Source: an optimization exercise on an open RTL-to-GDS flow (aim: small area and a short achievable clock period). Production flows keep margins and buffers that such runs may drop.
The RTL was checked by simulation tests, not by an equivalence proof against the original design.

==> inputs of job 8176 <==
==> flow/design.v (excerpt) <==
module conv2d#(
    parameter   CONV_WIDTH      = 'd8 ,
    parameter   CONV_HEIGHT     = 'd8 
)(
    input clk   ,
    input rst_n ,
    input                matrix_vsync ,
    input                matrix_href  ,
    input        [6:0]   matrix_h_cnt       ,
    input        [6:0]   matrix_v_cnt       ,
    input signed [15:0]   conv_bias   ,
    input        [143:0]  fm_data     ,
    input        [143:0]  conv_weight ,
    output reg        [6:0]  conv_h_cnt ,
    output reg        [6:0]  conv_v_cnt ,
    output reg               conv_href  ,
    output reg               conv_vsync ,
    output reg signed [31:0] conv_result
);
Settings: LEC_CHECK=0, ABC_CLOCK_PERIOD_IN_PS=5000, CAP_MARGIN=20, CORE_MARGIN=2, CORE_UTILIZATION=55, SETUP_SLACK_MARGIN=4.5, SLEW_MARGIN=20, SYNTH_HIERARCHICAL=1; clock period 10.0 ns.
standard.sh (not shown) runs the stock make flow with config.mk's settings and CLKGATE_MAP_FILE= SYNTH_SCRIPT=/design/flow/synth_recipe.tcl, a recipe that flattens the netlist after the stock synthesis.
==> flow/flow/run.sh <==
#!/bin/bash
# The standard layout (standard.sh: standard synthesis, floorplan, place, CTS, route,
# finish), except that the port buffers that buffer_ports inserts are
# sky130_fd_sc_hd__buf_2 instead of the delay buffer it picks by default.
# The full make output goes to standard.log here; ORFS's per-step logs stay in orfs/logs/.
set -uo pipefail
export BUFFER_PORTS_ARGS="-buffer_cell sky130_fd_sc_hd__buf_2"
bash standard.sh > standard.log 2>&1
==> job 4616: changes against job 8176 <==
==> flow/run.sh (new file) <==
#!/bin/bash
# synth_recipe.tcl (not shown) runs the flow's synth.tcl, then flattens the netlist and writes it again
# the make line also repeats each setting of config.mk as NAME=value (left out here)
make -C /OpenROAD-flow-scripts/flow DESIGN_CONFIG=/design/flow/config.mk WORK_HOME=/design/flow/orfs CLKGATE_MAP_FILE= SYNTH_SCRIPT=/design/flow/synth_recipe.tcl finish
--- a/flow/config.mk
+++ b/flow/config.mk
@@ -10,5 +10,5 @@
 export CORE_MARGIN = 2
 export CORE_UTILIZATION = 55
-export SETUP_SLACK_MARGIN = 4.5
+export SETUP_SLACK_MARGIN = 4.0
 export SLEW_MARGIN = 20
 export SYNTH_HIERARCHICAL = 1
removed: flow/flow/run.sh
removed: flow/standard.sh
==> job 7275: changes against job 8176 <==
--- a/flow/config.mk
+++ b/flow/config.mk
@@ -6,9 +6,8 @@
 export NUM_CORES = 4
 export LEC_CHECK = 0
-export ABC_CLOCK_PERIOD_IN_PS = 5000
 export CAP_MARGIN = 20
 export CORE_MARGIN = 2
 export CORE_UTILIZATION = 55
-export SETUP_SLACK_MARGIN = 4.5
+export SETUP_SLACK_MARGIN = 5.0
 export SLEW_MARGIN = 20
 export SYNTH_HIERARCHICAL = 1
==> job 6422: changes against job 8176 <==
--- a/flow/config.mk
+++ b/flow/config.mk
@@ -10,5 +10,5 @@
 export CORE_MARGIN = 2
 export CORE_UTILIZATION = 55
-export SETUP_SLACK_MARGIN = 4.5
+export SETUP_SLACK_MARGIN = 4
 export SLEW_MARGIN = 20
 export SYNTH_HIERARCHICAL = 1
==> impl_metrics.env <==
export IMPL_multiInputGateArea_sq_um=56200
export IMPL_drt_wirelength_per_cell_microns=38.5
export IMPL_first_global_vias=50200
export IMPL_run_status="finished clean"
export IMPL_final_cell_area_sq_um=77200
[end of results for job 7275]
==> impl_metrics.env <==
export IMPL_run_status="finished clean"
export IMPL_finClkSkew_ns=0.0378
export IMPL_synth_most_common_cell="sky130_fd_sc_hd__fa_1"
export IMPL_first_global_vias=46500
export IMPL_io_buffer_count=369
export IMPL_final_cell_area_sq_um=63600
export IMPL_drt_wirelength_per_cell_microns=36.7
export IMPL_effective_utilization_at_floorplan_pct=55.6
export IMPL_multiInputGateArea_sq_um=48900
export IMPL_fp_dieW_microns=328
[end of results for job 8176]
==> impl_metrics.env <==
export IMPL_run_status="finished clean"
export IMPL_buffers=547
export IMPL_cp_top_family="adder cells"
export IMPL_first_global_vias=45700
export IMPL_met2RoutedLength_mm=111
export IMPL_worst_path_most_repeated_cell="sky130_fd_sc_hd__fa_1"
export IMPL_drt_wirelength_per_cell_microns=38.2
export IMPL_multiInputGateArea_sq_um=48300
[end of results for job 6422]
==> impl_metrics.env <==
export IMPL_final_cell_area_sq_um=65800
export IMPL_multiInputGateArea_sq_um=48700
export IMPL_run_status="finished clean"
export IMPL_fin_tns_setup_ns=0
export IMPL_drt_wirelength_per_cell_microns=38.6
export IMPL_non_clock_inverters=154
[end of results for job 4616]

-- what the ideal ports hide --
In the flow no input, the clock included, has a driving cell. The finished layouts below were timed again as built, in two steps.
Step 1, drivers: a clkbuf_16 drives clk and a buf_2 each remaining input, both assumed.
Step 2 moves the port delays by t, midway between the first and last clock arrival at a register: inputs arrive t later, outputs are due t later. That takes back most of the time a late clock gives input paths.
Three values: ideal ports, drivers, drivers and shift; two values: the first two.
run	shift t [ns]	setup slack, ns	worst setup path at the end
job 8176	0.706	4.491 / 4.547 / 3.841	input to register
job 4616	0.712	3.956 / 3.969 / 3.258	input to register
job 7275	0.691	4.588 / 4.637 / 3.946	input to register
job 6422	0.711	4.003 / 4.060 / 3.349	input to register
After both steps every run listed still meets setup and hold. For job 4616, which loses most, drivers alone change the setup slack by +0.013 ns; drivers and shift together by -0.698 ns.
